Source: an optimization exercise on an open RTL-to-GDS flow (aim: small area and a short achievable clock period). Production flows keep margins and buffers that such runs may drop.
Function was checked by simulation only, so behaviour that the tests miss may differ from the original.

==> job 4475: inputs <==
// Microprocessor
module Microprocessor
    (
        input wire clk,
        input wire rst,
        output logic [31:0] imem_addr,
        input logic [31:0] imem_data,
        output logic dmem_en,
        output logic [3:0] dmem_we,
        output logic [12:0] dmem_addr,
        output logic [31:0] dmem_wdata,
        input logic [31:0] dmem_rdata,
        output logic [31:0] register_in,
        output logic [31:0] pc,
        output logic reg_wr,
        output logic [4:0] reg_wr_sel
    );
    logic [31:0] PC;
    logic [1:0] wait_;
    logic [31:1][31:0] rf;
    logic [1:0] ba1, ba2, rsz1, rsz2;
    wire [31:0] I = imem_data;
    wire [6:0] op = I[6:0];
    wire [2:0] f3 = I[14:12];
    wire [4:0] rd = I[11:7];
    wire [4:0] ra = I[19:15];
    wire [4:0] rb = I[24:20];
    wire w0 = (wait_ == 2'd0);
    wire w1 = (wait_ == 2'd1);
    wire w2 = wait_[1];
    wire d_rr    = (op == 7'b0110011);
    wire d_ri    = (op == 7'b0010011);
    wire d_ld    = (op == 7'b0000011);
    wire d_end   = (op == 7'b0000111);
    wire d_st    = (op == 7'b0100011);
    wire d_br    = (op == 7'b1100011);
    wire d_jal   = (op == 7'b1101111);
    wire d_jalr  = (op == 7'b1100111);
    wire d_lui   = (op == 7'b0110111);
    wire d_auipc = (op == 7'b0010111);
    wire d_wait  = (op == 7'b0000000);
    wire o_rr    = w0 & d_rr;
    wire o_ri    = w0 & d_ri;
    wire o_ld    = w0 & d_ld;
    wire o_st    = w0 & d_st;
    wire o_br    = w0 & d_br;
    wire o_jal   = w0 & d_jal;
    wire o_jalr  = w0 & d_jalr;
    wire o_lui   = w0 & d_lui;
    wire o_auipc = w0 & d_auipc;
    wire o_end   = w2 | (w0 & d_end);
    wire o_wait  = w1 | (w0 & d_wait);
    wire o_clr   = w0 & ~(d_rr | d_ri | d_ld | d_end | d_st | d_br | d_jal |
                          d_jalr | d_lui | d_auipc | d_wait);
    wire sh = (f3[1:0] == 2'b01);
    wire [11:0] immB = (o_ri & sh) ? {8'h0, I[23:20]} : I[31:20];
    wire imm_sel = o_ri | o_ld;
    logic [31:0] A, B;
    RF_Read_Port #(.IMM(0)) rpa (.rf(rf), .sel(ra), .imm_sel(1'b0), .imm(12'h0), .q(A));
    RF_Read_Port #(.IMM(1)) rpb (.rf(rf), .sel(rb), .imm_sel(imm_sel), .imm(immB), .q(B));
    wire [3:0] code;
    assign code[2:0] = o_ld ? 3'b000 : f3;
    assign code[3] = ~o_ld & ~((o_ri | o_br) & ~sh) & I[30];
  ...
Settings: LEC_CHECK=0, CAP_MARGIN=20, CORE_MARGIN=2, CORE_UTILIZATION=42, CTS_BUF_LIST=sky130_fd_sc_hd__clkbuf_8, CTS_CLUSTER_DIAMETER=50, CTS_CLUSTER_SIZE=16, SETUP_SLACK_MARGIN=5, SLEW_MARGIN=30, SYNTH_HIERARCHICAL=1, SYNTH_MINIMUM_KEEP_SIZE=0; clock period 15.0 ns.
standard.sh (not shown) runs the stock make flow with config.mk's settings and CLKGATE_MAP_FILE= SYNTH_SCRIPT=/design/flow/synth_recipe.tcl, a recipe that flattens the netlist after the stock synthesis.
==> flow/flow/run.sh <==
#!/bin/bash
# Layout flow: the standard ORFS layout (standard.sh) with one change: the
# input and output ports are buffered with buf_2 cells instead of the
# clkdlybuf4s50 delay cells that buffer_ports picks on its own. Every port
# still gets its buffer; everything else is the standard flow. ORFS keeps each
# step's full log under orfs/logs/; make's own output goes to orfs_flow.log.
set -euo pipefail
cd "$(dirname "$0")/.."
bash ./standard.sh "BUFFER_PORTS_ARGS=-buffer_cell sky130_fd_sc_hd__buf_2" finish > orfs_flow.log 2>&1
==> job 3809: changes against job 4475 <==
--- a/flow/config.mk
+++ b/flow/config.mk
@@ -6,5 +6,5 @@
 export NUM_CORES = 4
 export LEC_CHECK = 0
-export CAP_MARGIN = 20
+export CAP_MARGIN = 10
 export CORE_MARGIN = 2
 export CORE_UTILIZATION = 42
@@ -13,5 +13,5 @@
 export CTS_CLUSTER_SIZE = 16
 export SETUP_SLACK_MARGIN = 5
-export SLEW_MARGIN = 30
+export SLEW_MARGIN = 15
 export SYNTH_HIERARCHICAL = 1
 export SYNTH_MINIMUM_KEEP_SIZE = 0
==> comparison <==
Job 4475 completed with no timing, DRC or antenna violations. Job 3809 passed the timing, design-rule and antenna checks. Hold slack: job 4475 is worse than job 3809 (0.0071 ns). Clock-buffer cell count: job 3809 is higher than job 4475 (2). Against job 3809, the via count of job 4475 is larger by about 1.6%. Area after synthesis is the same in job 3809 and job 4475.

========
==> inputs of v14 <==
==> flow/design.v <==
`timescale 1ns / 1ps
module RF_Write_Cell (input logic k, input logic q, input logic e, input logic d, output logic y);
    assign y = (k & q) | (e & d);
endmodule
module RF_AOI222 (input logic a1, input logic a2, input logic b1, input logic b2,
                  input logic c1, input logic c2, output logic y);
    assign y = ~((a1 & a2) | (b1 & b2) | (c1 & c2));
endmodule
module RF_NAND4 (input logic a, input logic b, input logic c, input logic d, output logic y);
    assign y = ~(a & b & c & d);
endmodule
module RF_AND3 (input logic a, input logic b, input logic c, output logic y);
    assign y = a & b & c;
endmodule
module RF_NOR2 (input logic a, input logic b, output logic y);
    assign y = ~(a | b);
endmodule
module RF_NAND2 (input logic a, input logic b, output logic y);
    assign y = ~(a & b);
endmodule
module RF_Read_Port (input logic [31:1][31:0] rf, input logic [4:0] sel, output logic [31:0] q);
    logic [31:1] oh;
    always_comb
        for (int i = 1; i < 32; i++) oh[i] = (sel == i);
    genvar b, k;
    generate for (b = 0; b < 32; b++) begin : bit_
        logic [10:0] n;
        logic h0, h1, g2, m;
        for (k = 0; k < 10; k++) begin : grp
            RF_AOI222 u (.a1(rf[3*k+1][b]), .a2(oh[3*k+1]),
                         .b1(rf[3*k+2][b]), .b2(oh[3*k+2]),
                         .c1(rf[3*k+3][b]), .c2(oh[3*k+3]), .y(n[k]));
        end
        RF_NAND2 u31 (.a(rf[31][b]), .b(oh[31]), .y(n[10]));
        RF_NAND4 u_h0 (.a(n[0]), .b(n[1]), .c(n[2]), .d(n[3]), .y(h0));
        RF_NAND4 u_h1 (.a(n[4]), .b(n[5]), .c(n[6]), .d(n[7]), .y(h1));
        RF_AND3 u_g2 (.a(n[8]), .b(n[9]), .c(n[10]), .y(g2));
        RF_NOR2 u_m (.a(h0), .b(h1), .y(m));
        RF_NAND2 u_q (.a(m), .b(g2), .y(q[b]));
    end endgenerate
endmodule
`timescale 1ns / 1ps
module Microprocessor
    (
        input wire clk,
        input wire rst,
        output logic [31:0] imem_addr,
        input logic [31:0] imem_data,
        output logic dmem_en,
        output logic [3:0] dmem_we,
        output logic [12:0] dmem_addr,
        output logic [31:0] dmem_wdata,
        input logic [31:0] dmem_rdata,
        output logic [31:0] register_in,
        output logic [31:0] pc,
        output logic reg_wr,
        output logic [4:0] reg_wr_sel
    );
    logic [31:0] PC;
    logic [1:0] wait_;
    logic [31:1][31:0] rf;
    logic [1:0] ba1, ba2, rsz1, rsz2;
    wire [31:0] I = imem_data;
    wire [6:0] op = I[6:0];
    wire [2:0] f3 = I[14:12];
    wire [4:0] rd = I[11:7];
    wire [4:0] ra = I[19:15];
    wire [4:0] rb = I[24:20];
    wire w0 = (wait_ == 2'd0);
    wire w1 = (wait_ == 2'd1);
    wire w2 = wait_[1];
    wire d_rr    = (op == 7'b0110011);
    wire d_ri    = (op == 7'b0010011);
    wire d_ld    = (op == 7'b0000011);
    wire d_end   = (op == 7'b0000111);
    wire d_st    = (op == 7'b0100011);
    wire d_br    = (op == 7'b1100011);
    wire d_jal   = (op == 7'b1101111);
    wire d_jalr  = (op == 7'b1100111);
    wire d_lui   = (op == 7'b0110111);
    wire d_auipc = (op == 7'b0010111);
    wire d_wait  = (op == 7'b0000000);
    wire o_rr    = w0 & d_rr;
    wire o_ri    = w0 & d_ri;
    wire o_ld    = w0 & d_ld;
    wire o_st    = w0 & d_st;
    wire o_br    = w0 & d_br;
    wire o_jal   = w0 & d_jal;
    wire o_jalr  = w0 & d_jalr;
    wire o_lui   = w0 & d_lui;
    wire o_auipc = w0 & d_auipc;
    wire o_end   = w2 | (w0 & d_end);
    wire o_wait  = w1 | (w0 & d_wait);
    wire o_clr   = w0 & ~(d_rr | d_ri | d_ld | d_end | d_st | d_br | d_jal |
                          d_jalr | d_lui | d_auipc | d_wait);
    logic [31:0] A, RB;
    RF_Read_Port rpa (.rf(rf), .sel(ra), .q(A));
    RF_Read_Port rpb (.rf(rf), .sel(rb), .q(RB));
    wire sh = (f3[1:0] == 2'b01);
    wire [31:0] immB = (o_ri & sh) ? {28'h0, I[23:20]} : {20'h0, I[31:20]};
    wire [31:0] B = (o_ri | o_ld) ? immB : RB;
    wire [3:0] code;
    assign code[2:0] = o_ld ? 3'b000 : f3;
    assign code[3] = ~o_ld & ~((o_ri | o_br) & ~sh) & I[30];
    wire sub = (code != 4'd0);
    wire [31:0] Bx = B ^ {32{sub}};
    wire [31:0] p = A ^ Bx;
    wire [32:0] sum = {1'b0, A} + {1'b0, Bx} + {32'h0, sub};
    wire ltu = ~sum[32];
    wire lts = (A[31] ^ B[31]) ? A[31] : ltu;
    wire eq = sub ? (&p) : ~(|p);
    wire big = |B[31:5];
    wire left = (code[2:0] == 3'b001);
    logic [31:0] Ash, srl, sll;
    always_comb
        for (int i = 0; i < 32; i++) Ash[i] = left ? A[31-i] : A[i];
    assign srl = big ? 32'h0 : (Ash >> B[4:0]);
    always_comb
        for (int i = 0; i < 32; i++) sll[i] = srl[31-i];
    logic [31:0] res;
    always_comb begin
        case (code)
            4'h0, 4'h8: res = sum[31:0];
            4'h4: res = A ^ B;
            4'h6: res = A | B;
            4'h7: res = A & B;
            4'h1: res = sll;
            4'h5, 4'hC: res = srl;
            4'h2: res = {31'h0, lts};
            4'h3: res = {31'h0, ltu};
            default: res = 32'h0;
        endcase
    end
    logic flag;
    always_comb begin
        case (code)
            4'h0: flag = eq;
            4'h1: flag = ~eq;
            4'h4, 4'h6: flag = ltu;
            4'h5, 4'h7: flag = ~ltu;
            default: flag = 1'b0;
        endcase
    end
    wire [31:0] bimm = (f3[2:1] == 2'b11) ?
        {17'h0, I[31], I[7], I[30:25], I[11:6], 1'b0} :
        {{20{I[31]}}, I[7], I[30:25], I[11:8], 1'b0};
    wire [31:0] jimm = {11'h0, I[31], I[19:12], I[20], I[30:21], 1'b0};
    wire [31:0] uimm = {8'h0, I[31:20], 12'h0};
    wire [31:0] off = o_br ? bimm : (o_jal ? jimm : (o_jalr ? {20'h0, I[31:20]} : uimm));
    wire [31:0] pcbase = o_jalr ? A : PC;
    wire [31:0] pcoff = pcbase + off;
    wire [31:0] pc4 = PC + 32'd4;
    wire taken = o_br & flag;
    logic [31:0] PC_next;
    always_comb begin
        if (o_ld | o_wait) PC_next = PC;
        else if (taken | o_jal | o_auipc | o_jalr) PC_next = pcoff;
        else PC_next = pc4;
    end
    always @(posedge clk) begin
        if (rst) PC <= 32'h0;
        else PC <= PC_next;
    end
    wire [31:0] rdat = dmem_rdata;
    wire uext = I[14];
    logic [31:0] ldata;
    always_comb begin
        ldata = 32'h0;
        case (rsz2)
            2'd2: ldata = rdat;
            2'd1: case (ba2)
                      2'd0: ldata = {{16{~uext & rdat[15]}}, rdat[15:0]};
                      2'd2: ldata = {{16{~uext & rdat[31]}}, rdat[31:16]};
                      default: ldata = 32'h0;
                  endcase
            2'd0: case (ba2)
                      2'd0: ldata = {{24{~uext & rdat[7]}}, rdat[7:0]};
                      2'd1: ldata = {{24{~uext & rdat[15]}}, rdat[15:8]};
                      2'd2: ldata = {{24{~uext & rdat[23]}}, rdat[23:16]};
                      default: ldata = {{24{~uext & rdat[31]}}, rdat[31:24]};
                  endcase
            default: ldata = 32'h0;
        endcase
    end
    logic [31:0] Reg_in;
    always_comb begin
        if (o_end) Reg_in = ldata;
        else if (o_jalr) Reg_in = pc4;
        else if (o_jal) Reg_in = {I[19:12], I[20], I[30:21], 1'b0, 12'h0};
        else if (o_lui) Reg_in = {I[31:12], 12'h0};
        else if (o_auipc) Reg_in = pcoff;
        else Reg_in = res;
    end
    wire wr_en = o_rr | o_ri | o_jal | o_jalr | o_lui | o_auipc | o_end;
    logic [31:1] rf_e, rf_k;
    logic [31:1][31:0] rf_d;
    wire [31:0] dc = o_clr ? 32'h0 : Reg_in;
    always_comb
        for (int i = 1; i < 32; i++) begin
            rf_e[i] = o_clr | (wr_en & (rd == i));
            rf_k[i] = ~rf_e[i];
        end
    genvar gi, gb;
    generate for (gi = 1; gi < 32; gi++) begin : wreg
        for (gb = 0; gb < 32; gb++) begin : wbit
            RF_Write_Cell u (.k(rf_k[gi]), .q(rf[gi][gb]), .e(rf_e[gi]), .d(dc[gb]), .y(rf_d[gi][gb]));
        end
    end endgenerate
    always @(posedge clk) rf <= rf_d;
    always @(posedge clk) begin
        if (rst) wait_ <= 2'd0;
        else if (o_ld | o_wait) wait_ <= wait_ + 2'd1;
        else wait_ <= 2'd0;
    end
    wire [1:0] ba0 = res[1:0];
    wire [1:0] size = (o_st | o_ld | o_end) ? f3[1:0] : 2'd0;
    always_comb begin
        dmem_en = 1'b1;
        dmem_addr = res[14:2];
        dmem_we = 4'b0000;
        if (o_st) begin
            case (f3[1:0])
                2'd2: dmem_we = 4'b1111;
                2'd1: dmem_we = (ba0 == 2'd0) ? 4'b0011 : (ba0 == 2'd2) ? 4'b1100 : 4'b0000;
                2'd0: dmem_we = 4'b0001 << ba0;
                default: dmem_we = 4'b0000;
            endcase
        end
        case (f3[1:0])
            2'd2: dmem_wdata = RB;
            2'd1: dmem_wdata = ba0[1] ? {RB[15:0], 16'h0} : {16'h0, RB[15:0]};
            default: dmem_wdata = {24'h0, RB[7:0]} << {ba0, 3'b000};
        endcase
        imem_addr = PC;
    end
    always @(posedge clk) begin
        ba1 <= ba0;
        ba2 <= ba1;
        rsz1 <= size;
        rsz2 <= rsz1;
        register_in <= Reg_in;
        pc <= PC;
        reg_wr <= wr_en & (rd != 5'd0);
        reg_wr_sel <= rd;
    end
endmodule
==> flow/run.sh <==
#!/bin/bash
# synth_recipe.tcl (not shown) runs the flow's synth.tcl, then flattens the netlist and writes it again
# the make line also repeats each setting of config.mk as NAME=value (left out here)
make -C /OpenROAD-flow-scripts/flow DESIGN_CONFIG=/design/flow/config.mk WORK_HOME=/design/flow/orfs CLKGATE_MAP_FILE= SYNTH_SCRIPT=/design/flow/synth_recipe.tcl finish
==> flow/config.mk <==
export PLATFORM = sky130hd
export DESIGN_NAME = Microprocessor
export DESIGN_NICKNAME = Microprocessor
export VERILOG_FILES = /design/flow/design.v
export SDC_FILE = /design/flow/constraint.sdc
export NUM_CORES = 4
export LEC_CHECK = 0
export CAP_MARGIN = 20
export CELL_PAD_IN_SITES_DETAIL_PLACEMENT = 1
export CELL_PAD_IN_SITES_GLOBAL_PLACEMENT = 1
export CORE_MARGIN = 2
export CORE_UTILIZATION = 42
export PLACE_DENSITY = 0.5
export SETUP_SLACK_MARGIN = 5
export SLEW_MARGIN = 30
export SYNTH_HIERARCHICAL = 1
export SYNTH_MINIMUM_KEEP_SIZE = 0
==> flow/constraint.sdc <==
create_clock -name core_clock -period 15.0 [get_ports {clk}]
set_input_delay 3.0000 -clock core_clock [delete_from_list [all_inputs] [get_ports {clk}]]
set_output_delay 3.0000 -clock core_clock [all_outputs]
set_load 0.01 [all_outputs]
==> v2 (differences from v14) <==
--- a/flow/design.v
+++ b/flow/design.v
@@ -5,18 +5,6 @@
 module RF_AOI222 (input logic a1, input logic a2, input logic b1, input logic b2,
                   input logic c1, input logic c2, output logic y);
     assign y = ~((a1 & a2) | (b1 & b2) | (c1 & c2));
-endmodule
-module RF_NAND4 (input logic a, input logic b, input logic c, input logic d, output logic y);
-    assign y = ~(a & b & c & d);
-endmodule
-module RF_AND3 (input logic a, input logic b, input logic c, output logic y);
-    assign y = a & b & c;
-endmodule
-module RF_NOR2 (input logic a, input logic b, output logic y);
-    assign y = ~(a | b);
-endmodule
-module RF_NAND2 (input logic a, input logic b, output logic y);
-    assign y = ~(a & b);
 endmodule
 module RF_Read_Port (input logic [31:1][31:0] rf, input logic [4:0] sel, output logic [31:0] q);
     logic [31:1] oh;
@@ -25,18 +13,13 @@
     genvar b, k;
     generate for (b = 0; b < 32; b++) begin : bit_
         logic [10:0] n;
-        logic h0, h1, g2, m;
         for (k = 0; k < 10; k++) begin : grp
             RF_AOI222 u (.a1(rf[3*k+1][b]), .a2(oh[3*k+1]),
                          .b1(rf[3*k+2][b]), .b2(oh[3*k+2]),
                          .c1(rf[3*k+3][b]), .c2(oh[3*k+3]), .y(n[k]));
         end
-        RF_NAND2 u31 (.a(rf[31][b]), .b(oh[31]), .y(n[10]));
-        RF_NAND4 u_h0 (.a(n[0]), .b(n[1]), .c(n[2]), .d(n[3]), .y(h0));
-        RF_NAND4 u_h1 (.a(n[4]), .b(n[5]), .c(n[6]), .d(n[7]), .y(h1));
-        RF_AND3 u_g2 (.a(n[8]), .b(n[9]), .c(n[10]), .y(g2));
-        RF_NOR2 u_m (.a(h0), .b(h1), .y(m));
-        RF_NAND2 u_q (.a(m), .b(g2), .y(q[b]));
+        assign n[10] = ~(rf[31][b] & oh[31]);
+        assign q[b] = ~(&n[3:0]) | ~(&n[7:4]) | ~(&n[10:8]);
     end endgenerate
 endmodule
 `timescale 1ns / 1ps
--- a/flow/config.mk
+++ b/flow/config.mk
@@ -6,11 +6,8 @@
 export NUM_CORES = 4
 export LEC_CHECK = 0
 export CAP_MARGIN = 20
-export CELL_PAD_IN_SITES_DETAIL_PLACEMENT = 1
-export CELL_PAD_IN_SITES_GLOBAL_PLACEMENT = 1
 export CORE_MARGIN = 2
 export CORE_UTILIZATION = 42
-export PLACE_DENSITY = 0.5
 export SETUP_SLACK_MARGIN = 5
 export SLEW_MARGIN = 30
 export SYNTH_HIERARCHICAL = 1
==> summary.txt <==
Post-synthesis to final-layout area growth: v2 29.9%; v14 31.3%
Timing startpoint of the critical path: v2 imem_data[23]; v14 imem_data[21]
Layout Cells excl Fill: v2 8184; v14 8219
Crit path max-delay cell type: v2 a222oi_1; v14 nand4_1
Gr usage total: v2 0.474; v14 0.501
Critical path depth: v2 24; v14 26
Synthesized cell area: v2 55200 µm²; v14 54800 µm²
Top achievable clock speed: v2 87.5 MHz; v14 85.8 MHz
Fraction of the mapped netlist area in adder cells: v2 0.0311; v14 0.0313
Multi-In Gates: v2 4121; v14 4207
Vias in the first global route: v2 58115; v14 61453
# nets final: v2 6519; v14 6568
Highest fanout seen on the critical path: v2 31; v14 8
Proportion of layout cells with a drive suffix above 1: v2 0.218; v14 0.226
Area share of and/or/nand/nor cells after synthesis: v2 0.102; v14 0.119
Pre-CTS setup slack: v2 1.34 ns; v14 0.772 ns
Data arrival time of the worst path: v2 8.42 ns; v14 8.65 ns
Critical path destination: v2 dmem_wdata[25]; v14 dmem_we[2]
Wire length on met3: v2 55300 µm; v14 58500 µm
Sum of net half-perimeters after detailed placement: v2 218000 µm; v14 223000 µm
N_taps: v2 1755; v14 1742
Maximum single-stage delay on the critical path: v2 0.88 ns; v14 0.65 ns
Share of the yosys chip area belonging to registers: v2 0.400; v14 0.403
Average instance area after synthesis: v2 9.97 µm²; v14 9.78 µm²
Status: v2 timing/DRC/antenna clean; v14 timing/DRC/antenna clean
Count of non-CTS inverters in the layout: v2 136; v14 128

==> port drivers added, routing unchanged <==
How much do the figures lean on ideal ports? The routed layouts below were timed once more, with nothing changed but the port constraints.
Step 1 (the two cells are an assumption about what drives the block):
set clk [get_ports {clk}]
set_driving_cell -lib_cell sky130_fd_sc_hd__clkbuf_16 $clk
set_driving_cell -lib_cell sky130_fd_sc_hd__buf_2 [delete_from_list [all_inputs] $clk]
Step 2 moves the port delays by t, midway between the first and last clock arrival at a register: inputs arrive t later, outputs are due t later. That takes back most of the time a late clock gives input paths.
a / b / c = no drivers / after step 1 / after step 2; a / b = the first two.
run | shift t [ns] | setup WS [ns] | worst setup path at the end | slew at the worst register clock pin (ns)
job 4475 | 0.971 | 4.255 / 4.002 / 4.002 | input to output | 0.11 / 0.11
job 3809 | 0.928 | 4.297 / 4.219 / 4.219 | input to output | 0.11 / 0.11
v14 | 0.843 | 3.345 / 3.256 / 3.256 | input to output | 0.07 / 0.07
v2 | 0.851 | 3.577 / 3.401 / 3.401 | input to output | 0.07 / 0.07
After both steps every run listed still meets setup and hold. The setup slack of job 4475, which loses most, moves by -0.253 ns with the drivers and by -0.253 ns with both steps.
